This is an optimization exercise on Yosys and OpenROAD, whose aim is small area, a short achievable clock period and few clock cycles, not a production implementation.
Function was not checked in any run shown here: the RTL went through the layout flow alone.
No activity file was given, so power comes from the tool's default toggle rates.

## flow/config.mk

```make
export PLATFORM = sky130hd
export DESIGN_NAME = knn_top
export DESIGN_NICKNAME = knn_top
export VERILOG_FILES = /design/flow/design.v
export SDC_FILE = /design/flow/constraint.sdc
export NUM_CORES = 4
export LEC_CHECK = 0
export CAP_MARGIN = 20
export CORE_MARGIN = 2
export CORE_UTILIZATION = 65
export CTS_BUF_LIST = sky130_fd_sc_hd__clkbuf_8
export CTS_CLUSTER_DIAMETER = 80
export CTS_CLUSTER_SIZE = 40
export SLEW_MARGIN = 20
```

## flow/constraint.sdc

```tcl
create_clock -name core_clock -period 21.0 [get_ports {clk}]
set_input_delay 4.2000 -clock core_clock [delete_from_list [all_inputs] [get_ports {clk}]]
set_output_delay 4.2000 -clock core_clock [all_outputs]
set_load 0.01 [all_outputs]
```

## flow/design.v

```verilog
`timescale 1ns / 1ps
module knn_distance_cal (
    input             clk,
    input             rst_n,
    input      [63:0] train_data,
    input             train_label,
    input             sample_valid,
    input      [63:0] test_data,
    output     [7:0]  distance_o,
    output            label_o,
    output            valid_o
    );
    function [8:0] addnot(input [7:0] a, input [7:0] b);
        reg [7:0] g, t, G, T;
        integer i, j, k;
        begin
            g = a & ~b;
            t = a | ~b;
            G[0] = g[0];
            T[0] = t[0];
            for (i = 1; i < 8; i = i + 1) begin
                G[i] = g[i] | (t[i] & G[i-1]);
                T[i] = t[i] & T[i-1];
            end
            addnot[0] = ~(a[0] ^ b[0]);
            for (i = 1; i < 8; i = i + 1)
                addnot[i] = ~(a[i] ^ b[i]) ^ G[i-1];
            addnot[8] = G[7];
        end
    endfunction
    reg  [71:0] s_q;                   
    reg         label_q;
    reg         valid_q;
    reg  [71:0] s_d;
    integer f;
    always @(*)
        for (f = 0; f < 8; f = f + 1)
            s_d[f*9 +: 9] = addnot(train_data[f*8 +: 8], test_data[f*8 +: 8]);
    always @(posedge clk) begin
        s_q     <= s_d;
        label_q <= train_label;
        if (!rst_n) valid_q <= 1'b0;
        else        valid_q <= sample_valid;
    end
    function gt9(input [8:0] a, input [8:0] b);
        integer j;
        reg r;
        begin
            r = 1'b0;
            for (j = 0; j < 9; j = j + 1)
                r = (a[j] & ~b[j]) | ((a[j] | ~b[j]) & r);
            gt9 = r;
        end
    endfunction
    function [8:0] max2(input [8:0] a, input [8:0] b);
        max2 = gt9(a, b) ? a : b;
    endfunction
    function [8:0] key(input [8:0] cs);
        key = {cs[7:0] ^ {8{~cs[8]}}, cs[8]};
    endfunction
    wire [8:0] k0   = max2(key(s_q[ 8: 0]), key(s_q[17: 9]));
    wire [8:0] k1   = max2(key(s_q[26:18]), key(s_q[35:27]));
    wire [8:0] k2   = max2(key(s_q[44:36]), key(s_q[53:45]));
    wire [8:0] k3   = max2(key(s_q[62:54]), key(s_q[71:63]));
    wire [8:0] k01  = max2(k0, k1);
    wire [8:0] k23  = max2(k2, k3);
    wire [7:0] d01  = k01[8:1] + k01[0];
    wire [7:0] d23  = k23[8:1] + k23[0];
    wire [7:0] cheb = gt9(k01, k23) ? d01 : d23;
    reg [7:0] cheb_q;
    reg       label_q2;
    reg       valid_q2;
    always @(posedge clk) begin
        cheb_q   <= cheb;
        label_q2 <= label_q;
        if (!rst_n) valid_q2 <= 1'b0;
        else        valid_q2 <= valid_q;
    end
    assign distance_o = cheb_q;
    assign label_o    = label_q2;
    assign valid_o    = valid_q2;
endmodule
`timescale 1ns / 1ps
module knn_distance_comporator #(
    parameter K = 5
    )
    (
    input             clk,
    input             rst_n,
    input      [7:0]  distance_i,
    input             label_i,
    input             valid_i,         
    input             clear_i,         
    input             show_i,          
    output reg        valid_o,
    output reg        label_o
    );
    reg [8*K-1:0] ndist;               
    reg [K-1:0]   lab;
    reg [8*K-1:0] ndist_d;
    reg [K-1:0]   lab_d;
    reg [K-1:0]   lt;                  
    reg [K-1:0]   take_prev, take_new, keep;
    wire          clr = ~rst_n | clear_i;
    function lt8(input [7:0] a, input [7:0] b);
        integer j;
        reg r;
        begin
            r = 1'b0;
            for (j = 0; j < 8; j = j + 1)
                r = (~a[j] & b[j]) | ((~a[j] | b[j]) & r);
            lt8 = r;
        end
    endfunction
    function [7:0] top_dist(input integer i);
        top_dist = ~ndist[8*i +: 8];
    endfunction
    integer i;
    always @(*) begin
        for (i = 0; i < K; i = i + 1)
            lt[i] = valid_i & lt8(distance_i, top_dist(i));
        for (i = 0; i < K; i = i + 1) begin
            take_prev[i] = ~clr & (i > 0 ? lt[i > 0 ? i-1 : 0] : 1'b0);
            take_new[i]  = ~clr & lt[i] & (i > 0 ? ~lt[i > 0 ? i-1 : 0] : 1'b1);
            keep[i]      = ~clr & ~lt[i];
        end
        for (i = 0; i < K; i = i + 1) begin
            ndist_d[8*i +: 8] = ({8{take_prev[i]}} & (i > 0 ? ndist[8*(i > 0 ? i-1 : 0) +: 8] : 8'h00))
                              | ({8{take_new[i]}}  & ~distance_i)
                              | ({8{keep[i]}}      & ndist[8*i +: 8]);
            lab_d[i] = (take_prev[i] & (i > 0 ? lab[i > 0 ? i-1 : 0] : 1'b0))
                     | (take_new[i]  & label_i)
                     | (keep[i]      & lab[i]);
        end
    end
    reg [2:0] sum4;
    reg       last;
    always @(*) begin
        sum4 = 3'd0;
        for (i = 0; i < K-1; i = i + 1)
            sum4 = sum4 + lab[i];
        last = lt[K-1] ? label_i : lab[K-1];
    end
    wire vote = (sum4 > (K/2)) | ((sum4 == (K/2)) & last);
    always @(posedge clk) begin
        ndist <= ndist_d;
        lab   <= lab_d;
        if (!rst_n) begin
            valid_o <= 1'b0;
            label_o <= 1'b0;
        end else begin
            valid_o <= show_i;
            label_o <= show_i & vote;
        end
    end
endmodule
`timescale 1ns / 1ps
module knn_top #(
    parameter DATA_WIDTH = 8,
    parameter FEATURES   = 8,
    parameter K          = 5
    )(
    input                           clk                 ,
    input                           rst_n               ,
    input [DATA_WIDTH*FEATURES-1:0] train_data          ,
    input                           train_label         ,
    input                           data_valid          ,
    input                           training_done       ,
    input [DATA_WIDTH*FEATURES-1:0] test_data           ,
    output                          predicted_valid_o   ,
    output                          predicted_label_o
    );
    wire [7:0] distance;
    wire       label;
    wire       dvalid;
    reg td1;
    always @(posedge clk) begin
        if (!rst_n) td1 <= 1'b0;
        else        td1 <= training_done;
    end
    knn_distance_cal knn_distance_cal_inst (
        .clk          (clk                          ),
        .rst_n        (rst_n                        ),
        .train_data   (train_data                   ),
        .train_label  (train_label                  ),
        .sample_valid (data_valid & ~training_done  ),
        .test_data    (test_data                    ),
        .distance_o   (distance                     ),
        .label_o      (label                        ),
        .valid_o      (dvalid                       )
    );
    knn_distance_comporator #(
        .K (K)
    ) knn_distance_comparator_inst (
        .clk        (clk                                ),
        .rst_n      (rst_n                              ),
        .distance_i (distance                           ),
        .label_i    (label                              ),
        .valid_i    (dvalid                             ),
        .clear_i    (predicted_valid_o & ~training_done ),
        .show_i     (training_done & td1                ),
        .valid_o    (predicted_valid_o                  ),
        .label_o    (predicted_label_o                  )
    );
endmodule
```

## flow/flow/run.sh

```bash
#!/bin/bash
# Standard ORFS layout, with two changes to how it is made (the SDC, the clock
# period and the standard synthesis are the standard flow's, unchanged):
#  - port buffers are sky130_fd_sc_hd__buf_1 instead of the delay buffer that
#    buffer_ports picks by default;
#  - timing repair aims for extra setup slack (SETUP_SLACK_MARGIN), so that the
#    achieved period, not just the 21 ns clock, is what repair works on.
set -euo pipefail
bash standard.sh synth > synth.log 2>&1
bash standard.sh SETUP_SLACK_MARGIN=0 TNS_END_PERCENT=100 \
    BUFFER_PORTS_ARGS="-buffer_cell sky130_fd_sc_hd__buf_1"  finish > layout.log 2>&1
```

## flow/standard.sh

```bash
#!/bin/bash
# synth_recipe.tcl (not shown) runs the flow's synth.tcl, then flattens the netlist and writes it again
# the make line also repeats each setting of config.mk as NAME=value (left out here)
make -C /OpenROAD-flow-scripts/flow DESIGN_CONFIG=/design/flow/config.mk WORK_HOME=/design/flow/orfs CLKGATE_MAP_FILE= SYNTH_SCRIPT=/design/flow/synth_recipe.tcl "${@:-finish}"
```

==> impl_metrics.csv, run 1 <==
group,metric,value,unit
outcome,status,"complete, no violations",
global_routing,grt_use_met2,43.1,%
synthesis,synth_top_family_by_area,"adder cells",
synthesis,synth_seq_area_share,29.5,%
floorplan,die_y,121,µm
floorplan,core,0.0133,mm²
synthesis,syn_area,0.00897,mm²
clock_tree,clk_latency,450,ps
global_routing,grt_use_total,25.0,%
clock_tree,clk_pin_slew_worst_paths,80,ps
finish,drive_gt1_share,5.30,%
timing,setup_viol_count_final,0,
timing,fin_crit,6780,ps
worst_setup_path,crit_path_frequent_cell,"fa_1",
worst_setup_path,cp.arrival,7110,ps
global_routing,grt_max_degree,46,
synthesis,netlist_instances,1031,
worst_setup_path,worstPathRequired,21330,ps
route,routed_wl,17.4,mm
synthesis,synth-simple-area-share,13.6,%
timing,whs,328,ps
power,ir_worst_vdd,0.0853,mV
global_routing,busiest_layer,"met2",
worst_setup_path,cp_slowest_cell,"fa_1",
placement,numPortBuffers,134,
synthesis,synth_top_area_cell,"dfxtp_1",
timing,slew_headroom,42.8,%
worst_setup_path,cpLargestDelayFamily,"adder cells",
placement,place_hpwl,13.2,mm
route,drc_errors,0,
clock_tree,cts-root-buf,"clkbuf_8",
synthesis,synth_xor_area_share,7.70,%
synthesis,syn_avg_cell_area,8.70,µm²
hold_path,hp-class,"reg2reg",
clock_tree,cts_resized,0,
timing,report.final.hold_viol_count,0,
synthesis,yosys_warnings,3,
floorplan,rows,42,
power,p_leak,4.27,nW
synthesis,yosys.area.top_type_share,29.5,%
timing,fin_crit_sh,32.3,%
synthesis,synthAdderAreaFrac,17.5,%
timing,worst_slew_pin_slew,856,ps
floorplan,dieArea,0.0148,mm²
synthesis,synth-main-ff-cell,"dfxtp_1",
route,dr.first_iter.drc_count,382,
worst_setup_path,max_stage_delay,420,ps
route,ant_nets,0,
finish,antenna_cells,0,
global_routing,grtUsageMet3,5.50,%
synthesis,synth_edf_count,0,
clock_tree,cts_buffers,17,
timing,finalMaxSlewViolations,0,
finish,area_growth,10.1,%
synthesis,async_flop_share,0,%
timing,timing.fmax,0.148,GHz
synthesis,synth.area.top_cells,"dfxtp_1 29%, fa_1 13%, inv_1 6.5%",
synthesis,synthMuxAreaShare,5.16,%
timing,setup-tns-final,0,ps
clock_tree,h-tree-depth,4,
global_routing,first_global_vias,6850,
route,vias,7179,
global_routing,grt_overflow_total,0,
worst_setup_path,crit_type,"in2reg",
worst_setup_path,start_kind,"input pin",
route,routedWlPerCell,13.1,µm
flow_run,cap_violations,0,
clock_tree,post-cts-setup-buffer-count,0,
worst_setup_path,worstSetupEndpointType,"register",
clock_tree,cts_tree,"yes",
floorplan,die_x,121,µm
timing,rsz0062_at_grt,"no",
global_routing,antenna_found_initial,0,
floorplan,initial_utilization,67.2,%
hold_path,min-delay-start,"knn_distance_cal_inst.label_q",
power,p_per_area,132,mW/mm²
finish,fill_cells,1052,
worst_setup_path,crit_buf_inv,4,
clock_tree,cts.hold.buffers_added,0,
placement,gp_congestion,0.896,
finish,final_nets,1343,
timing,fin_skew,12.5,ps
global_routing,gr-usage-met1,31.0,%
synthesis,synth_compound_area_share,17.4,%
clock_tree,clock_sinks,132,
worst_setup_path,startpoint,"test_data[0]",
clock_tree,clockBufferDepth,2,
worst_setup_path,path_cells,"buf_1 -> inv_1 -> ha_1 -> fa_1 -> inv_1 -> fa_1 -> fa_1 -> fa_1 -> fa_1 -> fa_1 -> inv_1 -> fa_1",
worst_setup_path,worstPathMaxFanout,1,
global_routing,grt_pass1_wl,29.8,mm
route,dr.pass1.iters,5,
floorplan,io_pins,135,
synthesis,yosys_register_bits,132,
synthesis,yosys.cell_types.count,73,
route,avgViaCountPerCell,5.41,
synthesis,syn_nets,1236,
worst_setup_path,worst_r2r_startpoint,"knn_distance_cal_inst.s_q[8]",
where the power goes:
group	leakage, nW	switching, mW	total [mW]	internal, mW
combinational	2.96	0.396	0.728	0.332
clock	0.214	0.0994	0.223	0.123
sequential	1.10	0.0609	0.354	0.293
total	4.27	0.556	1.30	0.748
cell usage in the layout, fill, tap and decap left out, types with 5 or more instances in the layout:
| cell type | synthesis | routed |
|---|---|---|
| a211oi_1 | 5 | 5 |
| a21oi_1 | 33 | 33 |
| a221oi_1 | 34 | 34 |
| a22oi_1 | 10 | 10 |
| a31oi_1 | 11 | 11 |
| buf_1 | 0 | 134 |
| clkbuf_8 | 0 | 19 |
| dfxtp_1 | 132 | 132 |
| fa_1 | 57 | 57 |
| ha_1 | 15 | 15 |
| inv_1 | 155 | 156 |
| maj3_1 | 24 | 24 |
| mux2_2 | 6 | 6 |
| mux2i_1 | 30 | 30 |
| nand2_1 | 51 | 51 |
| nand2b_1 | 17 | 17 |
| nand3_1 | 13 | 13 |
| nor2_1 | 127 | 127 |
| nor2b_1 | 21 | 21 |
| nor3_1 | 9 | 9 |
| o21ai_0 | 40 | 40 |
| o21ai_1 | 7 | 6 |
| o22ai_1 | 17 | 17 |
| o31ai_1 | 11 | 11 |
| xnor2_1 | 40 | 40 |
| xor2_1 | 37 | 37 |
registers in the layout, indices dropped and copies added (netlist names):
| register | cells |
|---|---|
| knn_distance_cal_inst.cheb_q | 8 |
| knn_distance_cal_inst.label_q | 1 |
| knn_distance_cal_inst.label_q2 | 1 |
| knn_distance_cal_inst.s_q | 72 |
| knn_distance_cal_inst.valid_q | 1 |
| knn_distance_cal_inst.valid_q2 | 1 |
| knn_distance_comparator_inst.lab | 5 |
| knn_distance_comparator_inst.label_o | 1 |
| knn_distance_comparator_inst.ndist | 40 |
| knn_distance_comparator_inst.valid_o | 1 |
| td1 | 1 |
Yosys cell counts (9+ instances only):
master,n
a21oi_1,33
a221oi_1,34
a22oi_1,10
a31oi_1,11
buf_2,12
clkbuf_1,25
dfxtp_1,132
fa_1,57
ha_1,15
inv_1,155
maj3_1,24
mux2i_1,30
nand2_1,51
nand2b_1,17
nand3_1,13
nor2_1,127
nor2b_1,21
nor3_1,9
o21ai_0,40
o22ai_1,17
o31ai_1,11
xnor2_1,40
xor2_1,37
area by class of cell:
type	count	area [µm²]	share of cell area [%]
Sequential cell	132	2640	26.8
Timing Repair Buffer	135	510	5.17
Clock inverter	12	155	1.57
Inverter	155	582	5.89
Multi-Input combinational cell	697	5500	55.7
Tap cell	176	220	2.23
Clock buffer	19	262	2.65
worst reg2reg max path, delay by kind of cell (launching register included):
kind	cells	cell delay (ps)
AO/OA/AOI/OAI	11	2950
multiplexers	3	1380
flip-flops	1	850
XOR/XNOR	1	370
AND/OR/NAND/NOR	2	260
cells by family after synthesis:
kind of cell	after synthesis
simple gates	266
compound gates	215
buf+inv	202
flops	132
fa+ha+maj	96
xor+xnor	78
mux	42
per-layer routing:
metal | routed length, µm | share of wire [%]
met1 | 7890 | 45
met2 | 8320 | 48
met3 | 821 | 4.7
met4 | 369 | 2.1
met5 | 0 | 0
per-stage QoR:
step                      power [mW]  cells  utilization, %  setup WS (ps)  instance area (µm²)
after floorplan                0.970   1031               -          13990                 8970
after global placement          1.07   1295            70.9          13820                 9460
after detailed placement        1.09   1295            70.9          13750                 9460
after CTS                       1.31   1326            74.0          14240                 9870
after global routing            1.42   1326            74.0          14110                 9870
final                           1.30   1326            74.0          14220                 9870
worst paths after layout:
| check | cells after the start | slack [ps] | endpoint |
|---|---|---|---|
| setup / recovery | 12 | 14220 | knn_distance_cal_inst.s_q[7] |
| hold / removal | 0 | 330 | knn_distance_cal_inst.label_q2 |
| setup reg to reg | 17 | 15090 | knn_distance_cal_inst.cheb_q[1] |
| hold reg to reg | 0 | 330 | knn_distance_cal_inst.label_q2 |
==> run 2: changes to the inputs <==
==> flow/flow/run.sh (replaced) <==
#!/bin/bash
set -euo pipefail
bash standard.sh synth > synth.log 2>&1
bash standard.sh SETUP_SLACK_MARGIN=15.5 TNS_END_PERCENT=100 \
    BUFFER_PORTS_ARGS="-buffer_cell sky130_fd_sc_hd__buf_1"  finish > layout.log 2>&1
--- a/flow/config.mk
+++ b/flow/config.mk
@@ -7,7 +7,7 @@
 export LEC_CHECK = 0
 export CAP_MARGIN = 20
 export CORE_MARGIN = 2
-export CORE_UTILIZATION = 65
+export CORE_UTILIZATION = 75
 export CTS_BUF_LIST = sky130_fd_sc_hd__clkbuf_8
 export CTS_CLUSTER_DIAMETER = 80
 export CTS_CLUSTER_SIZE = 40
==> impl_metrics.csv, run 2 <==
group,metric,value,unit
finish,reg_top3,"knn_distance_cal_inst.s_q (72), knn_distance_comparator_inst.ndist (40), knn_distance_cal_inst.cheb_q (8)",
route,avgViaCountPerCell,6.16,
timing,fin_crit_sh,32.1,%
route,ant_nets,0,
worst_setup_path,start_kind,"input pin",
worst_setup_path,path_cells,"buf_12 -> inv_12 -> ha_4 -> fa_2 -> inv_2 -> fa_2 -> fa_2 -> fa_2 -> fa_2 -> fa_2 -> inv_2 -> fa_2",
synthesis,synth_edf_count,0,
power,p_per_area,134,mW/mm²
worst_setup_path,cp_slowest_cell,"fa_2",
hold_path,hp-class,"reg2reg",
floorplan,rows,39,
synthesis,async_flop_share,0,%
global_routing,first_global_vias,7720,
route,routed_wl,23.3,mm
finish,antenna_cells,0,
synthesis,syn_avg_cell_area,8.70,µm²
finish,largest-register,"knn_distance_cal_inst.s_q",
clock_tree,cts_buffers,17,
clock_tree,clockBufferDepth,2,
synthesis,synth_top_area_cell,"dfxtp_1",
synthesis,synth-main-ff-cell,"dfxtp_1",
power,combPwrFrac,58.2,%
clock_tree,clk_latency,460,ps
synthesis,synth_seq_area_share,29.5,%
placement,place_hpwl,14.5,mm
floorplan,core,0.0116,mm²
timing,report.final.hold_viol_count,0,
power,p_leak,4.30,nW
power,p_seq_share,25.8,%
worst_setup_path,cp.arrival,7080,ps
power,ir_worst_vdd,0.0944,mV
finish,final_nets,1347,
route,routedWlPerCell,18.0,µm
synthesis,synthTopCellsByCount,"155 x inv_1, 132 x dfxtp_1, 127 x nor2_1",
finish,final_core_util,89.7,%
finish,drive_gt1_share,17.1,%
worst_setup_path,worstSetupEndpointType,"register",
clock_tree,clock_sinks,132,
worst_setup_path,worstPathMaxFanout,1,
worst_setup_path,cpLargestDelayFamily,"adder cells",
clock_tree,clk_pin_slew_worst_paths,80,ps
power,power.switching,0.613,mW
finish,largest_register_ff_count,72,
floorplan,initial_utilization,77.6,%
route,dr.pass1.iters,7,
floorplan,die_y,113,µm
placement,gp_congestion,0.906,
worst_setup_path,worstPathRequired,21350,ps
global_routing,grt_pass1_wl,34.6,mm
synthesis,synth.area.top_cells,"dfxtp_1 29%, fa_1 13%, inv_1 6.5%",
timing,setup-tns-final,0,ps
power,p_int,0.778,mW
timing,setup_viol_count_final,0,
floorplan,dieArea,0.0129,mm²
route,drc_errors,0,
clock_tree,cts-root-buf,"clkbuf_8",
timing,timing.fmax,0.149,GHz
timing,finalMaxSlewViolations,0,
outcome,status,"complete, no violations",
finish,layout_common_cells,"127 x nor2_1, 124 x dfxtp_1, 118 x buf_1, 115 x inv_1, 56 x fa_2",
timing,rsz0062_at_grt,"yes",
placement,numPortBuffers,134,
worst_setup_path,crit_type,"in2reg",
clock_tree,cts.hold.buffers_added,0,
synthesis,yosys.cell_types.count,73,
synthesis,yosys_register_bits,132,
power,swShare,44.1,%
timing,fin_crit,6730,ps
placement,dp_slack,13820,ps
synthesis,syn_nets,1236,
global_routing,grt_use_total,33.5,%
worst_setup_path,crit_path_frequent_cell,"fa_2",
route,dr.first_iter.drc_count,730,
floorplan,io_pins,135,
synthesis,syn_area,0.00897,mm²
finish,area_growth,15.6,%
global_routing,grt_overflow_total,0,
flow_run,cap_violations,0,
synthesis,yosys_warnings,3,
global_routing,antenna_found_initial,0,
power,power,1.39,mW
timing,slew_headroom,49.6,%
timing,worst_slew_pin_slew,751,ps
synthesis,synth.most_common_cell,"inv_1",
timing,whs,348,ps
route,vias,7998,
clock_tree,cts_tree,"yes",
global_routing,grt_max_degree,46,
timing,fin_skew,8.89,ps
finish,layout_commonest_cell,"nor2_1",
synthesis,yosys.area.top_type_share,29.5,%
power,clockPowerShare,16.1,%
floorplan,die_x,113,µm
synthesis,netlist_instances,1031,
worst_setup_path,crit_buf_inv,4,
worst_setup_path,max_stage_delay,410,ps
timing,setup_ws,14270,ps
clock_tree,h-tree-depth,4,
[run 2: cell count changes in the layout (fill, tap and decap cells not counted), sizes merged]
cell	previous run	this run
buf	135	139
clkinvlp	1	5
clkbuf	19	17
clkinv	5	4
[run 2: path summary, 6_finish.rpt]
check | from | end | slack [ps] | depth (start not counted)
setup reg to reg | knn_distance_cal_inst.s_q[42] | knn_distance_cal_inst.cheb_q[0] | 15630 | 17
hold reg to reg | knn_distance_cal_inst.label_q | knn_distance_cal_inst.label_q2 | 350 | 0
setup / recovery | test_data[32] | knn_distance_cal_inst.s_q[43] | 14270 | 12
hold / removal | knn_distance_cal_inst.label_q | knn_distance_cal_inst.label_q2 | 350 | 0
[run 2: through the flow]
step                std cells  cell area [µm²]
floorplan                1031             9310
global placement         1262             9760
detailed placement       1262             9760
CTS                      1294            10300
global route             1298            10400
finish                   1298            10400
[run 2: final cells by class]
cell class / instances / area [µm²]
inverters: 155 / 682
clock inverters: 15 / 181
clock buffers: 17 / 234
fillers: 543 / 1200
well taps: 143 / 179
repair buffers: 139 / 681
multi-input cells: 697 / 5760
flip-flops and latches: 132 / 2660
[run 2: layer usage]
| layer | track usage, % | share of wire, % |
|---|---|---|
| met5 | 0 | 0 |
| met4 | 12.4 | 4.7 |
| met3 | 7.23 | 6.6 |
| met2 | 62.5 | 52 |
| met1 | 37.5 | 37 |
[run 2: logic make-up after synthesis]
kind of cell	Yosys count	synth area share, %
AOI/OAI and AO/OA	215	17.4
muxes	42	5.16
DFF	132	29.5
and+or+nand+nor	266	13.6
buffers and inverters	202	9.25
xor gates and xnor gates	78	7.70
adders and majority gates	96	17.5
[run 2: timing repair]
| item | in CTS | in global routing |
|---|---|---|
| pin swaps | 2 | 3 |
| gates resized for setup | 50 | 22 |
| endpoints found under the setup margin | 48 | 48 |
| buffers inserted | 0 | 4 |
[run 2: power groups by stage]
| stage | combinational, mW | sequential [mW] | clock (mW) |
|---|---|---|---|
| finish | 0.809 | 0.358 | 0.224 |
| global route | 0.884 | 0.364 | 0.236 |
| CTS | 0.752 | 0.355 | 0.224 |
| detailed placement | 0.741 | 0.359 | 0 |
| global placement | 0.718 | 0.357 | 0 |
| floorplan | 0.657 | 0.319 | 0 |
==> run 3: changes to the inputs <==
--- a/flow/design.v
+++ b/flow/design.v
@@ -11,16 +11,21 @@
     output            valid_o
     );
     function [8:0] addnot(input [7:0] a, input [7:0] b);
-        reg [7:0] g, t, G, T;
+        reg [7:0] g, t, G, T, Gp, Tp;
         integer i, j, k;
         begin
             g = a & ~b;
             t = a | ~b;
-            G[0] = g[0];
-            T[0] = t[0];
-            for (i = 1; i < 8; i = i + 1) begin
-                G[i] = g[i] | (t[i] & G[i-1]);
-                T[i] = t[i] & T[i-1];
+            G = g;
+            T = t;
+            for (k = 0; k < 3; k = k + 1) begin
+                Gp = G;
+                Tp = T;
+                for (i = 0; i < 8; i = i + 1)
+                    if (i >= (1 << k)) begin
+                        G[i] = Gp[i] | (Tp[i] & Gp[i - (1 << k)]);
+                        T[i] = Tp[i] & Tp[i - (1 << k)];
+                    end
             end
             addnot[0] = ~(a[0] ^ b[0]);
             for (i = 1; i < 8; i = i + 1)
--- a/flow/config.mk
+++ b/flow/config.mk
@@ -8,7 +8,7 @@
 export CAP_MARGIN = 20
 export CORE_MARGIN = 2
 export CORE_UTILIZATION = 75
-export CTS_BUF_LIST = sky130_fd_sc_hd__clkbuf_8
+export CTS_BUF_LIST = sky130_fd_sc_hd__clkbuf_4
 export CTS_CLUSTER_DIAMETER = 80
 export CTS_CLUSTER_SIZE = 40
 export SLEW_MARGIN = 20
==> impl_metrics.csv, run 3 <==
group,metric,value,unit
synthesis,synth_seq_area_share,24.1,%
flow_run,cap_violations,0,
floorplan,rows,44,
finish,final_nets,1736,
global_routing,grt_overflow_total,0,
floorplan,initial_utilization,75.9,%
route,dr.pass1.iters,8,
placement,place_area,0.0116,mm²
synthesis,synth-main-ff-cell,"dfxtp_1",
worst_setup_path,worstSetupEndpointType,"register",
clock_tree,cts-root-buf,"clkbuf_4",
route,drc_errors,0,
clock_tree,h-tree-depth,4,
worst_setup_path,start_kind,"input pin",
synthesis,netlist_instances,1357,
worst_setup_path,cp.arrival,5910,ps
finish,largest_register_ff_count,72,
timing,finalMaxSlewViolations,0,
finish,drive_gt1_share,9.40,%
timing,setup-tns-final,0,ps
floorplan,die_x,125,µm
floorplan,io_pins,135,
finish,area.sequential,0.00267,mm²
route,avgViaCountPerCell,5.75,
synthesis,synth_edf_count,0,
placement,gp_congestion,0.893,
power,ir_worst_vdd,0.0874,mV
clock_tree,cts_buffers,17,
worst_setup_path,cpLargestDelayFamily,"simple AND/OR/NAND/NOR gates",
outcome,status,"complete, no violations",
synthesis,syn_avg_cell_area,8.07,µm²
floorplan,core,0.0144,mm²
synthesis,synth.most_common_cell,"nor2_1",
finish,fill_cells,915,
synthesis,syn_nets,1626,
finish,reg_top3,"knn_distance_cal_inst.s_q (72), knn_distance_comparator_inst.ndist (40), knn_distance_cal_inst.cheb_q (8)",
timing,worst_slew_pin_slew,805,ps
global_routing,grt_pass1_wl,38.8,mm
synthesis,synth.area.top_cells,"dfxtp_1 24%, ha_1 15%, nor2_1 9.2%",
finish,layout_common_cells,"262 x nor2_1, 153 x inv_1, 127 x buf_1, 124 x dfxtp_1, 119 x ha_1",
synthesis,synthTopCellsByCount,"269 x nor2_1, 161 x inv_1, 132 x dfxtp_1",
worst_setup_path,path_cells,"buf_1 -> inv_1 -> ha_1 -> inv_1 -> a21oi_1 -> nor2_1 -> nor2_1 -> nor2_1 -> nor2_1 -> nor2_1 -> nor2_1 -> nor2_1 -> nor2_1 -> nor2_1 -> nor2_1 -> xnor2_1",
finish,largest-register,"knn_distance_cal_inst.s_q",
route,routedWlPerCell,13.9,µm
placement,numPortBuffers,134,
timing,slew_headroom,46.4,%
synthesis,yosys_warnings,3,
worst_setup_path,r2r_cells,18,
clock_tree,clk_latency,560,ps
global_routing,grt_max_degree,46,
worst_setup_path,reg2reg_to,"knn_distance_cal_inst.cheb_q[1]",
timing,fin_skew,18.3,ps
worst_setup_path,max_stage_delay,170,ps
worst_setup_path,cp-endpoint,"knn_distance_cal_inst.s_q[16]",
worst_setup_path,crit_cells,16,
timing,timing.fmax,0.184,GHz
clock_tree,cts_tree,"yes",
global_routing,first_global_vias,9033,
clock_tree,clockBufferDepth,2,
synthesis,synth_top_area_cell,"dfxtp_1",
global_routing,grt_use_total,29.2,%
worst_setup_path,r2r_slack,15750,ps
timing,report.final.hold_viol_count,0,
timing,fin_crit,5430,ps
power,p_leak,5.35,nW
worst_setup_path,worst_r2r_startpoint,"knn_distance_cal_inst.s_q[26]",
floorplan,die_y,125,µm
synthesis,yosys_register_bits,132,
clock_tree,clk_pin_slew_worst_paths,100,ps
worst_setup_path,startpoint,"train_data[9]",
route,dr.first_iter.drc_count,754,
power,p_per_area,126,mW/mm²
synthesis,yosys.cell_types.count,83,
hold_path,hp-class,"reg2reg",
finish,area_growth,10.4,%
global_routing,antenna_found_initial,1,
worst_setup_path,worstPathRequired,21480,ps
synthesis,yosys.area.top_type_share,24.1,%
route,vias,9565,
floorplan,dieArea,0.0156,mm²
worst_setup_path,crit_buf_inv,3,
finish,layout_commonest_cell,"nor2_1",
power,power,1.52,mW
clock_tree,cts.hold.buffers_added,0,
timing,fin_crit_sh,25.8,%
placement,place_hpwl,17.5,mm
finish,fin_area,0.0121,mm²
timing,setup_viol_count_final,0,
route,routed_wl,23.1,mm
synthesis,async_flop_share,0,%
clock_tree,clock_sinks,132,
worst_setup_path,worstPathMaxFanout,3,
worst_setup_path,crit_type,"in2reg",
synthesis,syn_area,0.0109,mm²
worst_setup_path,crit_path_frequent_cell,"nor2_1",
worst_setup_path,cp_slowest_cell,"nor2_1",
route,ant_nets,0,
timing,rsz0062_at_grt,"no",
finish,multi_input_area,0.00771,mm²
[run 3: changes by cell type after synthesis, sizes merged, moves of 11 or more]
cell,delta
nor3,+11
ha,+112
nor2,+139
nor2b,-12
o21ai,-16
xor2,+14
nand2,+11
xnor2,+48
fa,-48
[run 3: timing repair]
item                       CTS  global route
gates resized for setup     15            35
pin swaps                    0             2
buffers inserted             0             4
setup endpoints to repair    8            16
[run 3: logic make-up after synthesis]
family                     share of synthesized area [%]
DFF                                                 24.1
buffers and inverters                               7.96
adders and majority gates                           18.6
xor gates and xnor gates                            11.5
muxes                                               4.64
and+or+nand+nor                                     16.3
AOI/OAI and AO/OA                                   16.8
[run 3: per-stage QoR]
stage | utilization, % | cells | worst slack, ps | hold slack, ps
3_3_place_gp | 80.7 | 1628 | 15020 | 323
3_5_place_dp | 80.7 | 1628 | 14920 | 312
4_1_cts | 82.8 | 1658 | 15520 | 353
6_report | 83.8 | 1663 | 15570 | 355
5_1_grt | 83.8 | 1663 | 15380 | 357
2_1_floorplan | - | 1357 | 15390 | 310
[run 3: how the worst min path moves through the flow]
stage	startpoint	end	slack [ps]	cells after the start
4_1_cts	knn_distance_cal_inst.label_q	knn_distance_cal_inst.label_q2	350	0
5_1_grt	knn_distance_cal_inst.label_q	knn_distance_cal_inst.label_q2	360	0
3_3_place_gp	knn_distance_cal_inst.label_q	knn_distance_cal_inst.label_q2	320	0
3_5_place_dp	knn_distance_cal_inst.label_q	knn_distance_cal_inst.label_q2	310	0
6_report	knn_distance_cal_inst.label_q	knn_distance_cal_inst.label_q2	350	0
2_1_floorplan	knn_distance_cal_inst.label_q	knn_distance_cal_inst.label_q2	310	0
[run 3: routing by layer]
metal	GRT usage, %	wire length (µm)	vias up
li1	-	-	4786
met1	35.4	9860	4417
met2	52.1	11600	307
met3	6.10	1170	55
met4	8.63	544	0
met5	0	0	-
[run 3: area by class of cell]
| type | instances | area share (%) |
|---|---|---|
| Clock inverter | 12 | 0.963 |
| Antenna cell | 1 | 0.0207 |
| Multi-Input combinational cell | 1015 | 63.8 |
| Timing Repair Buffer | 140 | 4.61 |
| Tap cell | 184 | 1.90 |
| Clock buffer | 18 | 1.12 |
| Inverter | 161 | 5.50 |
| Sequential cell | 132 | 22.1 |
[run 3: power breakdown]
| group | total, mW | internal (mW) | switching, mW |
|---|---|---|---|
| Combinational | 1.00 | 0.457 | 0.547 |
| Sequential | 0.359 | 0.295 | 0.0639 |
| Clock | 0.159 | 0.0684 | 0.0907 |
| Total | 1.52 | 0.821 | 0.702 |
==> run 4: changes to the inputs <==
--- a/flow/design.v
+++ b/flow/design.v
@@ -1,4 +1,62 @@
 `timescale 1ns / 1ps
+module knn_stage1 (
+    input      [63:0] train_data,
+    input      [63:0] test_data,
+    output reg [71:0] cs
+    );
+    function [8:0] addnot(input [7:0] a, input [7:0] b);
+        reg [7:0] g, t, G, T;
+        integer i, j, k;
+        begin
+            g = a & ~b;
+            t = a | ~b;
+            G[0] = g[0];
+            T[0] = t[0];
+            for (i = 1; i < 8; i = i + 1) begin
+                G[i] = g[i] | (t[i] & G[i-1]);
+                T[i] = t[i] & T[i-1];
+            end
+            addnot[0] = ~(a[0] ^ b[0]);
+            for (i = 1; i < 8; i = i + 1)
+                addnot[i] = ~(a[i] ^ b[i]) ^ G[i-1];
+            addnot[8] = G[7];
+        end
+    endfunction
+    integer f;
+    always @(*)
+        for (f = 0; f < 8; f = f + 1)
+            cs[f*9 +: 9] = addnot(train_data[f*8 +: 8], test_data[f*8 +: 8]);
+endmodule
+module knn_stage2 (
+    input      [71:0] cs,
+    output     [7:0]  cheb
+    );
+    function gt9(input [8:0] a, input [8:0] b);
+        integer j;
+        reg r;
+        begin
+            r = 1'b0;
+            for (j = 0; j < 9; j = j + 1)
+                r = (a[j] & ~b[j]) | ((a[j] | ~b[j]) & r);
+            gt9 = r;
+        end
+    endfunction
+    function [8:0] max2(input [8:0] a, input [8:0] b);
+        max2 = gt9(a, b) ? a : b;
+    endfunction
+    function [8:0] key(input [8:0] c_s);
+        key = {c_s[7:0] ^ {8{~c_s[8]}}, c_s[8]};
+    endfunction
+    wire [8:0] k0   = max2(key(cs[ 8: 0]), key(cs[17: 9]));
+    wire [8:0] k1   = max2(key(cs[26:18]), key(cs[35:27]));
+    wire [8:0] k2   = max2(key(cs[44:36]), key(cs[53:45]));
+    wire [8:0] k3   = max2(key(cs[62:54]), key(cs[71:63]));
+    wire [8:0] k01  = max2(k0, k1);
+    wire [8:0] k23  = max2(k2, k3);
+    wire [7:0] d01  = k01[8:1] + k01[0];
+    wire [7:0] d23  = k23[8:1] + k23[0];
+    assign     cheb = gt9(k01, k23) ? d01 : d23;
+endmodule
 module knn_distance_cal (
     input             clk,
     input             rst_n,
@@ -10,71 +68,29 @@
     output            label_o,
     output            valid_o
     );
-    function [8:0] addnot(input [7:0] a, input [7:0] b);
-        reg [7:0] g, t, G, T, Gp, Tp;
-        integer i, j, k;
-        begin
-            g = a & ~b;
-            t = a | ~b;
-            G = g;
-            T = t;
-            for (k = 0; k < 3; k = k + 1) begin
-                Gp = G;
-                Tp = T;
-                for (i = 0; i < 8; i = i + 1)
-                    if (i >= (1 << k)) begin
-                        G[i] = Gp[i] | (Tp[i] & Gp[i - (1 << k)]);
-                        T[i] = Tp[i] & Tp[i - (1 << k)];
-                    end
-            end
-            addnot[0] = ~(a[0] ^ b[0]);
-            for (i = 1; i < 8; i = i + 1)
-                addnot[i] = ~(a[i] ^ b[i]) ^ G[i-1];
-            addnot[8] = G[7];
-        end
-    endfunction
+    wire [71:0] s_d;
     reg  [71:0] s_q;                   
     reg         label_q;
     reg         valid_q;
-    reg  [71:0] s_d;
-    integer f;
-    always @(*)
-        for (f = 0; f < 8; f = f + 1)
-            s_d[f*9 +: 9] = addnot(train_data[f*8 +: 8], test_data[f*8 +: 8]);
+    knn_stage1 stage1 (
+        .train_data (train_data),
+        .test_data  (test_data ),
+        .cs         (s_d       )
+    );
     always @(posedge clk) begin
         s_q     <= s_d;
         label_q <= train_label;
         if (!rst_n) valid_q <= 1'b0;
         else        valid_q <= sample_valid;
     end
-    function gt9(input [8:0] a, input [8:0] b);
-        integer j;
-        reg r;
-        begin
-            r = 1'b0;
-            for (j = 0; j < 9; j = j + 1)
-                r = (a[j] & ~b[j]) | ((a[j] | ~b[j]) & r);
-            gt9 = r;
-        end
-    endfunction
-    function [8:0] max2(input [8:0] a, input [8:0] b);
-        max2 = gt9(a, b) ? a : b;
-    endfunction
-    function [8:0] key(input [8:0] cs);
-        key = {cs[7:0] ^ {8{~cs[8]}}, cs[8]};
-    endfunction
-    wire [8:0] k0   = max2(key(s_q[ 8: 0]), key(s_q[17: 9]));
-    wire [8:0] k1   = max2(key(s_q[26:18]), key(s_q[35:27]));
-    wire [8:0] k2   = max2(key(s_q[44:36]), key(s_q[53:45]));
-    wire [8:0] k3   = max2(key(s_q[62:54]), key(s_q[71:63]));
-    wire [8:0] k01  = max2(k0, k1);
-    wire [8:0] k23  = max2(k2, k3);
-    wire [7:0] d01  = k01[8:1] + k01[0];
-    wire [7:0] d23  = k23[8:1] + k23[0];
-    wire [7:0] cheb = gt9(k01, k23) ? d01 : d23;
-    reg [7:0] cheb_q;
-    reg       label_q2;
-    reg       valid_q2;
+    wire [7:0] cheb;
+    reg  [7:0] cheb_q;
+    reg        label_q2;
+    reg        valid_q2;
+    knn_stage2 stage2 (
+        .cs   (s_q ),
+        .cheb (cheb)
+    );
     always @(posedge clk) begin
         cheb_q   <= cheb;
         label_q2 <= label_q;
--- a/flow/config.mk
+++ b/flow/config.mk
@@ -12,3 +12,4 @@
 export CTS_CLUSTER_DIAMETER = 80
 export CTS_CLUSTER_SIZE = 40
 export SLEW_MARGIN = 20
+export SYNTH_HIERARCHICAL = 1
==> impl_metrics.csv, run 4 <==
group,metric,value,unit
outcome,status,"complete, no violations",
clock_tree,h-tree-depth,4,
power,combPwrFrac,63.1,%
clock_tree,clk_pin_slew_worst_paths,110,ps
timing,fin_crit_sh,30.8,%
finish,area_growth,12.8,%
worst_setup_path,crit_path_frequent_cell,"fa_2",
timing,setup_viol_count_final,0,
synthesis,synth_top_area_cell,"dfxtp_1",
synthesis,synth_seq_area_share,27.0,%
worst_setup_path,max_stage_delay,530,ps
synthesis,yosys.area.top_type_share,27.0,%
synthesis,syn_avg_cell_area,8.50,µm²
finish,multi_input_area,0.00644,mm²
finish,layout_commonest_cell,"inv_1",
placement,numPortBuffers,134,
timing,finalMaxSlewViolations,0,
placement,place_hpwl,16.8,mm
worst_setup_path,path_cells,"buf_12 -> inv_12 -> ha_4 -> fa_2 -> inv_2 -> fa_2 -> fa_2 -> fa_2 -> inv_2 -> fa_2 -> inv_2 -> fa_2 -> fa_2 -> inv_1",
route,drc_errors,0,
global_routing,grt_pass1_wl,39.1,mm
timing,report.final.hold_viol_count,0,
timing,rsz0062_at_grt,"yes",
route,avgViaCountPerCell,6.09,
finish,layout_common_cells,"146 x inv_1, 124 x dfxtp_1, 118 x buf_1, 76 x nand2_1, 57 x a21oi_1",
route,vias,8739,
power,p_per_area,132,mW/mm²
synthesis,synth-main-ff-cell,"dfxtp_1",
synthesis,synth.most_common_cell,"inv_1",
synthesis,synthTopCellsByCount,"193 x inv_1, 132 x dfxtp_1, 76 x nand2_1",
synthesis,yosys_register_bits,132,
floorplan,core,0.0127,mm²
floorplan,die_y,118,µm
floorplan,rows,41,
power,ir_worst_vdd,0.107,mV
timing,whs,350,ps
worst_setup_path,cp_slowest_cell,"fa_2",
synthesis,netlist_instances,1150,
hold_path,hp-class,"reg2reg",
timing,fin_skew,14.6,ps
route,ant_nets,0,
floorplan,die_x,118,µm
clock_tree,cts_tree,"yes",
timing,setup-tns-final,0,ps
clock_tree,clock_sinks,132,
worst_setup_path,worstSetupEndpointType,"register",
timing,worst_slew_pin_slew,1010,ps
floorplan,initial_utilization,77.1,%
timing,slew_headroom,32.5,%
route,dr.first_iter.drc_count,832,
floorplan,io_pins,135,
placement,gp_congestion,0.938,
finish,fill_cells,698,
global_routing,antenna_found_initial,1,
floorplan,dieArea,0.0140,mm²
finish,largest-register,"knn_distance_cal_inst.s_q",
global_routing,first_global_vias,8617,
route,routedWlPerCell,16.9,µm
finish,drive_gt1_share,18.2,%
worst_setup_path,worstPathMaxFanout,1,
synthesis,yosys.cell_types.count,92,
global_routing,grt_use_total,34.5,%
finish,area.sequential,0.00266,mm²
clock_tree,clockBufferDepth,2,
timing,fin_crit,6460,ps
route,routed_wl,24.3,mm
route,dr.pass1.iters,6,
worst_setup_path,worstPathRequired,21470,ps
synthesis,yosys_warnings,11,
power,p_seq_share,25.7,%
synthesis,syn_area,0.00977,mm²
synthesis,synth.area.top_cells,"dfxtp_1 27%, fa_1 12%, inv_1 7.4%",
finish,largest_register_ff_count,72,
finish,final_nets,1457,
flow_run,cap_violations,0,
synthesis,async_flop_share,0,%
synthesis,syn_nets,1355,
power,clockPowerShare,11.2,%
power,p_int,0.771,mW
clock_tree,cts-root-buf,"clkbuf_4",
worst_setup_path,cp.arrival,6930,ps
finish,reg_top3,"knn_distance_cal_inst.s_q (72), knn_distance_comparator_inst.ndist (40), knn_distance_cal_inst.cheb_q (8)",
timing,timing.fmax,0.155,GHz
worst_setup_path,crit_type,"in2reg",
worst_setup_path,crit_buf_inv,6,
power,power.switching,0.686,mW
synthesis,synth_edf_count,0,
worst_setup_path,cpLargestDelayFamily,"adder cells",
clock_tree,cts_buffers,17,
worst_setup_path,start_kind,"input pin",
global_routing,grt_overflow_total,0,
global_routing,grt_max_degree,41,
power,p_leak,4.48,nW
power,swShare,47.1,%
clock_tree,clk_latency,570,ps
## run 4: path summary, 6_finish.rpt
check,to,startpoint,depth (start not counted),slack [ps]
worst max register to register,knn_distance_cal_inst.cheb_q[0],knn_distance_cal_inst.s_q[71],16,15700
worst max-delay path,knn_distance_cal_inst.s_q[25],test_data[16],14,14540
worst min register to register,knn_distance_cal_inst.label_q2,knn_distance_cal_inst.label_q,0,350
worst min-delay path,knn_distance_cal_inst.label_q2,knn_distance_cal_inst.label_q,0,350
## run 4: layer usage
metal  vias to the layer above  part of all wire, %  track usage [%]
li1                       4129                    -                -
met3                        89                  7.0             7.14
met2                       418                   52             62.3
met1                      4103                   37             39.1
met4                         0                  3.6             15.0
met5                         -                    0                0
## run 4: through the flow
stage          cells  setup slack, ps  cell area [µm²]  total power [mW]  util (%)
3_5_place_dp    1404            13880            10500              1.23      82.9
6_report        1436            14540            11000              1.46      87.0
4_1_cts         1434            14560            10900              1.42      86.2
5_1_grt         1436            14510            11000              1.56      87.0
2_1_floorplan   1150            14250            10100              1.10         -
3_3_place_gp    1404            13980            10500              1.21      82.9
## run 4: repair_timing
action	in CTS	in global routing
setup endpoints to repair	84	67
hold buffers	0	0
setup buffers	0	1
gates resized for setup	61	30
pin swaps	1	2
## run 4: worst register-to-register path, stage by stage, from the launching register on
cell and delay [ps]:
dfxtp_2 540, or3b_2 490, a21oi_1 250, o211ai_1 210
a21oi_1 310, mux2i_1 180, a211o_1 320, a222oi_1 340
a221oi_1 170, o21ai_2 270, and3_2 400, mux2_2 400
maj3_1 340, o211ai_2 170, a21oi_2 70, maj3_2 430
mux2_4 330
## run 4: logic make-up (layout without fill, tap and decap cells)
group / Yosys count / in the layout / share of synthesized area (%)
other: 0 / 1 / 0
AND/OR/NAND/NOR: 269 / 269 / 13.7
XOR/XNOR: 76 / 76 / 6.89
AO/OA/AOI/OAI: 301 / 301 / 22.3
flip-flops: 132 / 132 / 27.0
buffers and inverters: 247 / 360 / 10.6
multiplexers: 44 / 44 / 4.87
adder cells (fa/ha/maj): 81 / 81 / 14.6
## run 4: cell type report
type,instances,area share (%)
Multi-Input combinational cell,771,58.4
Sequential cell,132,24.1
Inverter,194,7.52
Timing Repair Buffer,136,5.70
Tap cell,172,1.95
Clock buffer,18,1.23
Clock inverter,12,1.06
Antenna cell,1,0.0227
## run 4: modules after synthesis (local to each module, per instance), a selection
| module | cell area (µm²) | cells inside | times used |
|---|---|---|---|
| knn_stage2 | 3650 | 534 | 1 |
| knn_stage1 | 1730 | 200 | 1 |
| knn_top | 45.0 | 5 | 1 |
| knn_distance_cal | 1690 | 86 | 1 |
## run 4: power groups by stage
stage          registers (mW)  logic, mW  clock network [mW]
2_1_floorplan           0.324      0.773                   0
3_3_place_gp            0.373      0.833                   0
3_5_place_dp            0.375      0.860                   0
4_1_cts                 0.370      0.883               0.164
5_1_grt                 0.379       1.00               0.175
6_report                0.374      0.918               0.164
==> run 5: changes to the inputs <==
--- a/flow/design.v
+++ b/flow/design.v
@@ -10,15 +10,18 @@
         begin
             g = a & ~b;
             t = a | ~b;
-            G[0] = g[0];
-            T[0] = t[0];
-            for (i = 1; i < 8; i = i + 1) begin
-                G[i] = g[i] | (t[i] & G[i-1]);
-                T[i] = t[i] & T[i-1];
-            end
+            G = g;
+            T = t;
+            for (k = 0; k < 3; k = k + 1)
+                for (i = 0; i < 8; i = i + 1)
+                    if (i & (1 << k)) begin
+                        j = ((i >> k) << k) - 1;
+                        G[i] = G[i] | (T[i] & G[j]);
+                        T[i] = T[i] & T[j];
+                    end
             addnot[0] = ~(a[0] ^ b[0]);
             for (i = 1; i < 8; i = i + 1)
-                addnot[i] = ~(a[i] ^ b[i]) ^ G[i-1];
+                addnot[i] = a[i] ^ ~(b[i] ^ G[i-1]);
             addnot[8] = G[7];
         end
     endfunction
==> impl_metrics.csv, run 5 <==
group,metric,value,unit
clock_tree,cts_buffers,17,
timing,fin_crit,5720,ps
worst_setup_path,worstPathRequired,21470,ps
placement,numPortBuffers,134,
floorplan,dieArea,0.0145,mm²
clock_tree,cts_tree,"yes",
clock_tree,cts-root-buf,"clkbuf_4",
route,dr.first_iter.drc_count,915,
timing,timing.fmax,0.175,GHz
worst_setup_path,crit_buf_inv,2,
worst_setup_path,r2r_slack,15690,ps
synthesis,netlist_instances,1190,
route,routed_wl,27.0,mm
floorplan,core,0.0132,mm²
timing,setup_ws,15290,ps
finish,reg_top3,"knn_distance_cal_inst.s_q (72), knn_distance_comparator_inst.ndist (40), knn_distance_cal_inst.cheb_q (8)",
global_routing,grt_max_degree,41,
synthesis,yosys.cell_types.count,100,
route,drc_errors,0,
floorplan,io_pins,135,
timing,whs,338,ps
synthesis,async_flop_share,0,%
synthesis,yosys_warnings,11,
synthesis,synth_top_area_cell,"dfxtp_1",
worst_setup_path,reg2reg_to,"knn_distance_cal_inst.cheb_q[0]",
clock_tree,h-tree-depth,4,
synthesis,syn_area,0.0102,mm²
flow_run,cap_violations,0,
route,dr.pass1.iters,6,
power,ir_worst_vdd,0.120,mV
global_routing,grt_pass1_wl,41.2,mm
worst_setup_path,max_stage_delay,370,ps
worst_setup_path,path_cells,"buf_8 -> inv_12 -> ha_4 -> fa_2 -> nor2b_1 -> o41a_1 -> maj3_2 -> o21ai_4 -> maj3_2 -> maj3_2",
synthesis,synth_seq_area_share,25.9,%
finish,area_growth,14.0,%
timing,fin_skew,15.9,ps
worst_setup_path,cp.arrival,6190,ps
placement,place_area,0.0108,mm²
route,vias,9620,
synthesis,synth-main-ff-cell,"dfxtp_1",
synthesis,yosys.area.top_type_share,25.9,%
finish,fin_cells,1499,
floorplan,initial_utilization,77.0,%
finish,layout_common_cells,"125 x dfxtp_1, 119 x buf_1, 104 x inv_1, 75 x xnor2_1, 57 x a21oi_1",
synthesis,synth.area.top_cells,"dfxtp_1 26%, xnor2_1 7.2%, fa_1 4.9%",
route,ant_nets,0,
finish,final_nets,1484,
synthesis,yosys_register_bits,132,
timing,setup-tns-final,0,ps
timing,slew_headroom,47.4,%
hold_path,hold_end,"knn_distance_cal_inst.label_q2",
timing,worst_slew_pin_slew,789,ps
placement,place_hpwl,17.0,mm
finish,largest-register,"knn_distance_cal_inst.s_q",
finish,fill_cells,701,
timing,rsz0062_at_grt,"yes",
finish,drive_gt1_share,16.1,%
synthesis,syn_avg_cell_area,8.57,µm²
outcome,status,"complete, no violations",
finish,largest_register_ff_count,72,
clock_tree,clk_latency,570,ps
worst_setup_path,cpLargestDelayFamily,"adder cells",
worst_setup_path,start_kind,"input pin",
hold_path,hp-class,"reg2reg",
timing,setup_viol_count_final,0,
route,avgViaCountPerCell,6.42,
timing,report.final.hold_viol_count,0,
placement,dp_slack,14520,ps
floorplan,die_x,121,µm
power,p_per_area,130,mW/mm²
worst_setup_path,worst_r2r_startpoint,"knn_distance_cal_inst.s_q[62]",
clock_tree,cts.hold.buffers_added,0,
finish,final_core_util,87.8,%
global_routing,first_global_vias,9024,
clock_tree,clock_sinks,132,
worst_setup_path,r2r_cells,16,
global_routing,grt_overflow_total,0,
worst_setup_path,worstSetupEndpointType,"register",
worst_setup_path,worstPathMaxFanout,3,
timing,fin_crit_sh,27.2,%
hold_path,min-delay-start,"knn_distance_cal_inst.label_q",
synthesis,synth.most_common_cell,"dfxtp_1",
timing,finalMaxSlewViolations,0,
clock_tree,clockBufferDepth,2,
power,p_leak,4.60,nW
placement,dpl.cell_count,1446,
synthesis,synth_edf_count,0,
placement,gp_congestion,0.917,
finish,antenna_cells,0,
hold_path,whs_path_depth,0,
power,power,1.51,mW
finish,layout_commonest_cell,"dfxtp_1",
worst_setup_path,crit_path_frequent_cell,"maj3_2",
clock_tree,clk_pin_slew_worst_paths,120,ps
finish,fin_area,0.0116,mm²
worst_setup_path,cp_slowest_cell,"fa_2",
worst_setup_path,crit_type,"in2reg",
route,routedWlPerCell,18.0,µm
synthesis,synthTopCellsByCount,"132 x dfxtp_1, 112 x inv_1, 84 x xnor2_1",
floorplan,die_y,121,µm
global_routing,antenna_found_initial,0,
synthesis,syn_nets,1363,
global_routing,grt_use_total,34.4,%
floorplan,rows,42,
## run 5: what timing repair did
action | CTS | global route
setup buffers | 14 | 8
resized for setup | 56 | 33
setup endpoints to repair | 36 | 54
pin swaps | 57 | 23
## run 5: layout make-up
class / count / area (µm²) / share of cell area [%]
Multi-Input combinational cell: 888 / 7120 / 61.2
Sequential cell: 132 / 2650 / 22.8
Timing Repair Buffer: 158 / 831 / 7.14
Inverter: 114 / 528 / 4.54
Tap cell: 176 / 220 / 1.89
Clock inverter: 13 / 141 / 1.22
Clock buffer: 18 / 135 / 1.16
## run 5: cells by family (layout without fill, tap and decap cells)
family | Yosys count | after routing | synth area share, %
AO/OA/AOI/OAI | 320 | 320 | 23.5
buffers and inverters | 170 | 303 | 7.59
AND/OR/NAND/NOR | 312 | 312 | 16.1
XOR/XNOR | 138 | 138 | 11.9
flip-flops | 132 | 132 | 25.9
adder cells (fa/ha/maj) | 74 | 74 | 10.2
multiplexers | 44 | 44 | 4.66
## run 5: worst max path at each step
stage                  start                            end  slack, ps  cells after the start
6_report        test_data[8]  knn_distance_cal_inst.s_q[17]      15290                     10
5_1_grt         test_data[8]  knn_distance_cal_inst.s_q[17]      15250                     10
4_1_cts        test_data[32]  knn_distance_cal_inst.s_q[44]      15390                     10
3_5_place_dp   test_data[32]  knn_distance_cal_inst.s_q[44]      14520                     10
3_3_place_gp   test_data[32]  knn_distance_cal_inst.s_q[44]      14650                     10
2_1_floorplan  test_data[56]  knn_distance_cal_inst.s_q[71]      15000                      9
## run 5: where the power goes
part | internal, mW | total [mW] | switching (mW)
sequential | 0.295 | 0.367 | 0.0729
clock | 0.0808 | 0.174 | 0.0937
combinational | 0.427 | 0.972 | 0.545
## run 5: per-module statistics from Yosys (local to each module, per instance), a selection
module / cell area [µm²] / cells inside
knn_distance_cal: 1690 / 86
knn_top: 45.0 / 5
knn_stage2: 3650 / 534
knn_stage1: 2130 / 263
## run 5: per-layer routing
layer	global-route usage [%]	up-vias	share of wire (%)
li1	-	4476	-
met1	40.4	4518	39
met2	62.0	502	51
met3	6.79	124	6.6
met4	12.5	0	4.1
met5	0	-	0
==> run 6: changes to the inputs <==
--- a/flow/design.v
+++ b/flow/design.v
@@ -1,11 +1,18 @@
 `timescale 1ns / 1ps
-module knn_stage1 (
+module knn_distance_cal (
+    input             clk,
+    input             rst_n,
     input      [63:0] train_data,
+    input             train_label,
+    input             sample_valid,
     input      [63:0] test_data,
-    output reg [71:0] cs
-    );
-    function [8:0] addnot(input [7:0] a, input [7:0] b);
+    output     [7:0]  distance_o,
+    output            label_o,
+    output            valid_o
+    );
+    function [7:0] absdiff(input [7:0] a, input [7:0] b);
         reg [7:0] g, t, G, T;
+        reg       c;
         integer i, j, k;
         begin
             g = a & ~b;
@@ -19,81 +26,49 @@
                         G[i] = G[i] | (T[i] & G[j]);
                         T[i] = T[i] & T[j];
                     end
-            addnot[0] = ~(a[0] ^ b[0]);
+            c = G[7];
+            absdiff[0] = a[0] ^ b[0];
             for (i = 1; i < 8; i = i + 1)
-                addnot[i] = a[i] ^ ~(b[i] ^ G[i-1]);
-            addnot[8] = G[7];
-        end
-    endfunction
+                absdiff[i] = a[i] ^ b[i] ^ c ^ (G[i-1] | (c & T[i-1]));
+        end
+    endfunction
+    reg  [63:0] diff_q;
+    reg         label_q;
+    reg         valid_q;
+    reg  [63:0] diff_d;
     integer f;
     always @(*)
         for (f = 0; f < 8; f = f + 1)
-            cs[f*9 +: 9] = addnot(train_data[f*8 +: 8], test_data[f*8 +: 8]);
-endmodule
-module knn_stage2 (
-    input      [71:0] cs,
-    output     [7:0]  cheb
-    );
-    function gt9(input [8:0] a, input [8:0] b);
+            diff_d[f*8 +: 8] = absdiff(train_data[f*8 +: 8], test_data[f*8 +: 8]);
+    always @(posedge clk) begin
+        diff_q  <= diff_d;
+        label_q <= train_label;
+        if (!rst_n) valid_q <= 1'b0;
+        else        valid_q <= sample_valid;
+    end
+    function gt8(input [7:0] a, input [7:0] b);
         integer j;
         reg r;
         begin
             r = 1'b0;
-            for (j = 0; j < 9; j = j + 1)
+            for (j = 0; j < 8; j = j + 1)
                 r = (a[j] & ~b[j]) | ((a[j] | ~b[j]) & r);
-            gt9 = r;
-        end
-    endfunction
-    function [8:0] max2(input [8:0] a, input [8:0] b);
-        max2 = gt9(a, b) ? a : b;
-    endfunction
-    function [8:0] key(input [8:0] c_s);
-        key = {c_s[7:0] ^ {8{~c_s[8]}}, c_s[8]};
-    endfunction
-    wire [8:0] k0   = max2(key(cs[ 8: 0]), key(cs[17: 9]));
-    wire [8:0] k1   = max2(key(cs[26:18]), key(cs[35:27]));
-    wire [8:0] k2   = max2(key(cs[44:36]), key(cs[53:45]));
-    wire [8:0] k3   = max2(key(cs[62:54]), key(cs[71:63]));
-    wire [8:0] k01  = max2(k0, k1);
-    wire [8:0] k23  = max2(k2, k3);
-    wire [7:0] d01  = k01[8:1] + k01[0];
-    wire [7:0] d23  = k23[8:1] + k23[0];
-    assign     cheb = gt9(k01, k23) ? d01 : d23;
-endmodule
-module knn_distance_cal (
-    input             clk,
-    input             rst_n,
-    input      [63:0] train_data,
-    input             train_label,
-    input             sample_valid,
-    input      [63:0] test_data,
-    output     [7:0]  distance_o,
-    output            label_o,
-    output            valid_o
-    );
-    wire [71:0] s_d;
-    reg  [71:0] s_q;                   
-    reg         label_q;
-    reg         valid_q;
-    knn_stage1 stage1 (
-        .train_data (train_data),
-        .test_data  (test_data ),
-        .cs         (s_d       )
-    );
-    always @(posedge clk) begin
-        s_q     <= s_d;
-        label_q <= train_label;
-        if (!rst_n) valid_q <= 1'b0;
-        else        valid_q <= sample_valid;
-    end
-    wire [7:0] cheb;
-    reg  [7:0] cheb_q;
-    reg        label_q2;
-    reg        valid_q2;
-    knn_stage2 stage2 (
-        .cs   (s_q ),
-        .cheb (cheb)
-    );
+            gt8 = r;
+        end
+    endfunction
+    function [7:0] max2(input [7:0] a, input [7:0] b);
+        max2 = gt8(a, b) ? a : b;
+    endfunction
+    wire [7:0] m0   = max2(diff_q[ 7: 0], diff_q[15: 8]);
+    wire [7:0] m1   = max2(diff_q[23:16], diff_q[31:24]);
+    wire [7:0] m2   = max2(diff_q[39:32], diff_q[47:40]);
+    wire [7:0] m3   = max2(diff_q[55:48], diff_q[63:56]);
+    wire [7:0] m01  = max2(m0, m1);
+    wire [7:0] m23  = max2(m2, m3);
+    wire [7:0] cheb = max2(m01, m23);
+    reg [7:0] cheb_q;
+    reg       label_q2;
+    reg       valid_q2;
     always @(posedge clk) begin
         cheb_q   <= cheb;
         label_q2 <= label_q;
==> flow/flow/run.sh (replaced) <==
#!/bin/bash
# Standard ORFS layout, with two changes to how it is made (the SDC, the clock
# period and the standard synthesis are the standard flow's, unchanged):
#  - port buffers are sky130_fd_sc_hd__buf_1 instead of the delay buffer that
#    buffer_ports picks by default;
#  - timing repair aims for extra setup slack (SETUP_SLACK_MARGIN), so that the
#    achieved period, not just the 21 ns clock, is what repair works on.
set -euo pipefail
bash standard.sh synth > synth.log 2>&1
bash standard.sh SETUP_SLACK_MARGIN=16 TNS_END_PERCENT=100 \
    BUFFER_PORTS_ARGS="-buffer_cell sky130_fd_sc_hd__buf_1"  finish > layout.log 2>&1
==> flow/config.mk (replaced) <==
export PLATFORM = sky130hd
export DESIGN_NAME = knn_top
export DESIGN_NICKNAME = knn_top
export VERILOG_FILES = /design/flow/design.v
export SDC_FILE = /design/flow/constraint.sdc
export NUM_CORES = 4
export LEC_CHECK = 0
export CAP_MARGIN = 20
export CORE_MARGIN = 2
export CORE_UTILIZATION = 40
export SLEW_MARGIN = 20
==> impl_metrics.csv, run 6 <==
group,metric,value,unit
outcome,status,"complete, no violations",
power,p_leak,5.99,nW
synthesis,yosys_warnings,3,
power,p_per_area,98.1,mW/mm²
timing,fin_crit,5630,ps
clock_tree,h-tree-depth,4,
clock_tree,clockBufferDepth,2,
synthesis,async_flop_share,0,%
clock_tree,cts-root-buf,"clkbuf_16",
timing,finalMaxSlewViolations,0,
timing,setup-tns-final,0,ps
route,top_layer_used,"met4",
clock_tree,clk_pin_slew_worst_paths,60,ps
synthesis,synth_seq_area_share,24.6,%
finish,largest_register_ff_count,64,
timing,setup_ws,15370,ps
synthesis,yosys_register_bits,124,
clock_tree,clock_sinks,124,
floorplan,rows,58,
timing,fin_crit_sh,26.8,%
finish,area_growth,31.8,%
floorplan,initial_utilization,40.4,%
worst_setup_path,cp.arrival,5970,ps
timing,timing.fmax,0.178,GHz
synthesis,synthTopCellsByCount,"204 x nor2_1, 200 x inv_1, 131 x ha_1",
route,avgViaCountPerCell,5.00,
floorplan,dieArea,0.0265,mm²
route,route.met2.wl,11.4,mm
synthesis,syn_area,0.0101,mm²
placement,numPortBuffers,134,
power,ir_worst_vdd,0.0733,mV
placement,place_hpwl,17.0,mm
synthesis,synth.most_common_cell,"nor2_1",
route,dr.pass1.iters,5,
floorplan,core,0.0250,mm²
timing,report.final.hold_viol_count,0,
route,routedWlPerCell,12.9,µm
route,vias,9070,
finish,drive_gt1_share,21.2,%
route,wl_met1,10.9,mm
floorplan,die_x,163,µm
timing,setup_viol_count_final,0,
finish,antenna_cells,0,
finish,fill_cells,2332,
global_routing,grt_overflow_total,0,
synthesis,netlist_instances,1270,
finish,layout_common_cells,"184 x nor2_1, 172 x inv_1, 123 x dfxtp_1, 103 x ha_1, 98 x buf_1",
placement,dp_slack,14670,ps
synthesis,syn_avg_cell_area,7.94,µm²
timing,slew_headroom,36.6,%
synthesis,syn_nets,1535,
timing,rsz0062_at_grt,"yes",
clock_tree,cts.hold.buffers_added,0,
route,routed_wl,23.4,mm
finish,reg_top3,"knn_distance_cal_inst.diff_q (64), knn_distance_comparator_inst.ndist (40), knn_distance_cal_inst.cheb_q (8)",
synthesis,yosys.area.top_type_share,24.6,%
route,drc_errors,0,
route,wl_met3,821,µm
timing,worst_slew_pin_slew,949,ps
finish,final_core_util,53.2,%
worst_setup_path,start_kind,"input pin",
floorplan,io_pins,135,
timing,fin_skew,6.82,ps
global_routing,grt_max_degree,46,
worst_setup_path,crit_type,"in2reg",
synthesis,yosys.cell_types.count,78,
global_routing,first_global_vias,8574,
global_routing,antenna_found_initial,0,
synthesis,synth_top_area_cell,"dfxtp_1",
synthesis,synth_edf_count,0,
worst_setup_path,worstPathMaxFanout,5,
clock_tree,cts_tree,"yes",
finish,layout_commonest_cell,"nor2_1",
floorplan,die_y,163,µm
flow_run,cap_violations,0,
placement,gp_congestion,0.846,
finish,largest-register,"knn_distance_cal_inst.diff_q",
finish,final_nets,1737,
synthesis,synth-main-ff-cell,"dfxtp_1",
clock_tree,cts_buffers,17,
global_routing,grt_use_total,17.1,%
placement,place_area,0.0114,mm²
worst_setup_path,worstSetupEndpointType,"register",
route,dr.first_iter.drc_count,433,
clock_tree,clk_latency,420,ps
synthesis,synth.area.top_cells,"dfxtp_1 25%, ha_1 16%, nor2_1 7.6%",
global_routing,grt_pass1_wl,38.2,mm
finish,fin_area,0.0133,mm²
hold_path,hp-class,"reg2reg",
route,ant_nets,0,
worst_setup_path,worstPathRequired,21340,ps
run 6: area by class of cell:
class                      instances  area (µm²)  area share [%]
multi-input combinational        927        7530            56.7
sequential                       124        2480            18.7
timing repair buffer             202        1370            10.3
inverter                         200         936            7.04
clock buffer                      25         495            3.73
tap                              330         413            3.11
clock inverter                     6        61.3           0.461
run 6: cell families (layout without fill, tap and decap cells):
| family | after synthesis | after routing | share of synthesized area [%] |
|---|---|---|---|
| AND/OR/NAND/NOR | 366 | 366 | 16.6 |
| buffers and inverters | 227 | 433 | 8.64 |
| multiplexers | 60 | 60 | 6.27 |
| flip-flops | 124 | 124 | 24.6 |
| XOR/XNOR | 56 | 56 | 4.86 |
| AO/OA/AOI/OAI | 274 | 282 | 19.4 |
| adder cells (fa/ha/maj) | 163 | 163 | 19.6 |
run 6: power breakdown:
part           internal (mW)  switching [mW]
Combinational          0.310           0.383
Clock                  0.174           0.103
Sequential             0.280          0.0532
Total                  0.764           0.539
run 6: repair_timing:
action,in CTS,in global routing
endpoints found under the setup margin,58,58
setup buffers,41,26
pin swaps,102,91
gates cloned,8,0
endpoints found under the hold margin,0,0
gates resized for setup,94,120
run 6: final timing paths:
kind | start | to | slack [ps] | cells after the start
max | train_data[41] | knn_distance_cal_inst.diff_q[41] | 15370 | 13
min reg2reg | knn_distance_cal_inst.label_q | knn_distance_cal_inst.label_q2 | 350 | 0
max reg2reg | knn_distance_cal_inst.diff_q[37] | knn_distance_cal_inst.cheb_q[5] | 16550 | 15
min | knn_distance_cal_inst.label_q | knn_distance_cal_inst.label_q2 | 350 | 0
run 6: worst max-delay path, cell delays in order:
cell      delay [ps]
buf_8             90
clkinv_8          40
ha_4             150
inv_2             40
a21o_1           140
a21oi_2           70
o21bai_2         190
a21boi_2         100
nor2_2           170
nor2_4            90
o21bai_4         240
mux2i_1          260
xor2_1           190
run 6: through the flow:
step           instances  hold slack [ps]  total power [mW]
6_report            1814              345              1.30
5_1_grt             1814              356              1.41
4_1_cts             1788              351              1.29
3_5_place_dp        1708              321             0.985
3_3_place_gp        1708              326             0.978
2_1_floorplan       1270              310             0.862
run 6: routing by layer:
layer / track usage [%] / vias up
met5: 0 / -
met4: 3.90 / 0
met3: 3.03 / 16
met2: 29.9 / 140
met1: 22.0 / 4178
li1: - / 4736

==> re-timing with driven ports <==
In the flow no input, the clock included, has a driving cell. The finished layouts below were timed again as built, in two steps.
Step 1 assumes that a clkbuf_16 drives the clock port and a buf_2 every other input.
Step 2 adds t to the input delays and takes it off the output delays; t is the mean of the earliest and latest rising clock arrival at the registers after step 1. Input paths then give back, and output paths get back, about the clock's delay inside the block.
Slacks: ideal ports / drivers / drivers and shift; pairs: ideal ports / drivers.
run | shift t [ns] | slack for setup (ns) | slew at the worst register clock pin (ns) | pins driven straight from the clock port
run 1 | 0.481 | 14.221 / 14.238 / 13.757 | 0.08 / 0.08 | 1
run 2 | 0.490 | 14.268 / 14.233 / 13.743 | 0.08 / 0.08 | 1
run 3 | 0.588 | 15.573 / 15.581 / 14.993 | 0.12 / 0.12 | 1
run 4 | 0.603 | 14.540 / 14.519 / 13.916 | 0.12 / 0.12 | 1
run 5 | 0.597 | 15.285 / 15.273 / 14.675 | 0.12 / 0.12 | 1
run 6 | 0.460 | 15.366 / 15.362 / 14.903 | 0.06 / 0.06 | 1
After both steps every run listed still meets setup and hold. For run 4, which loses most, drivers alone change the setup slack by -0.021 ns; drivers and shift together by -0.624 ns.
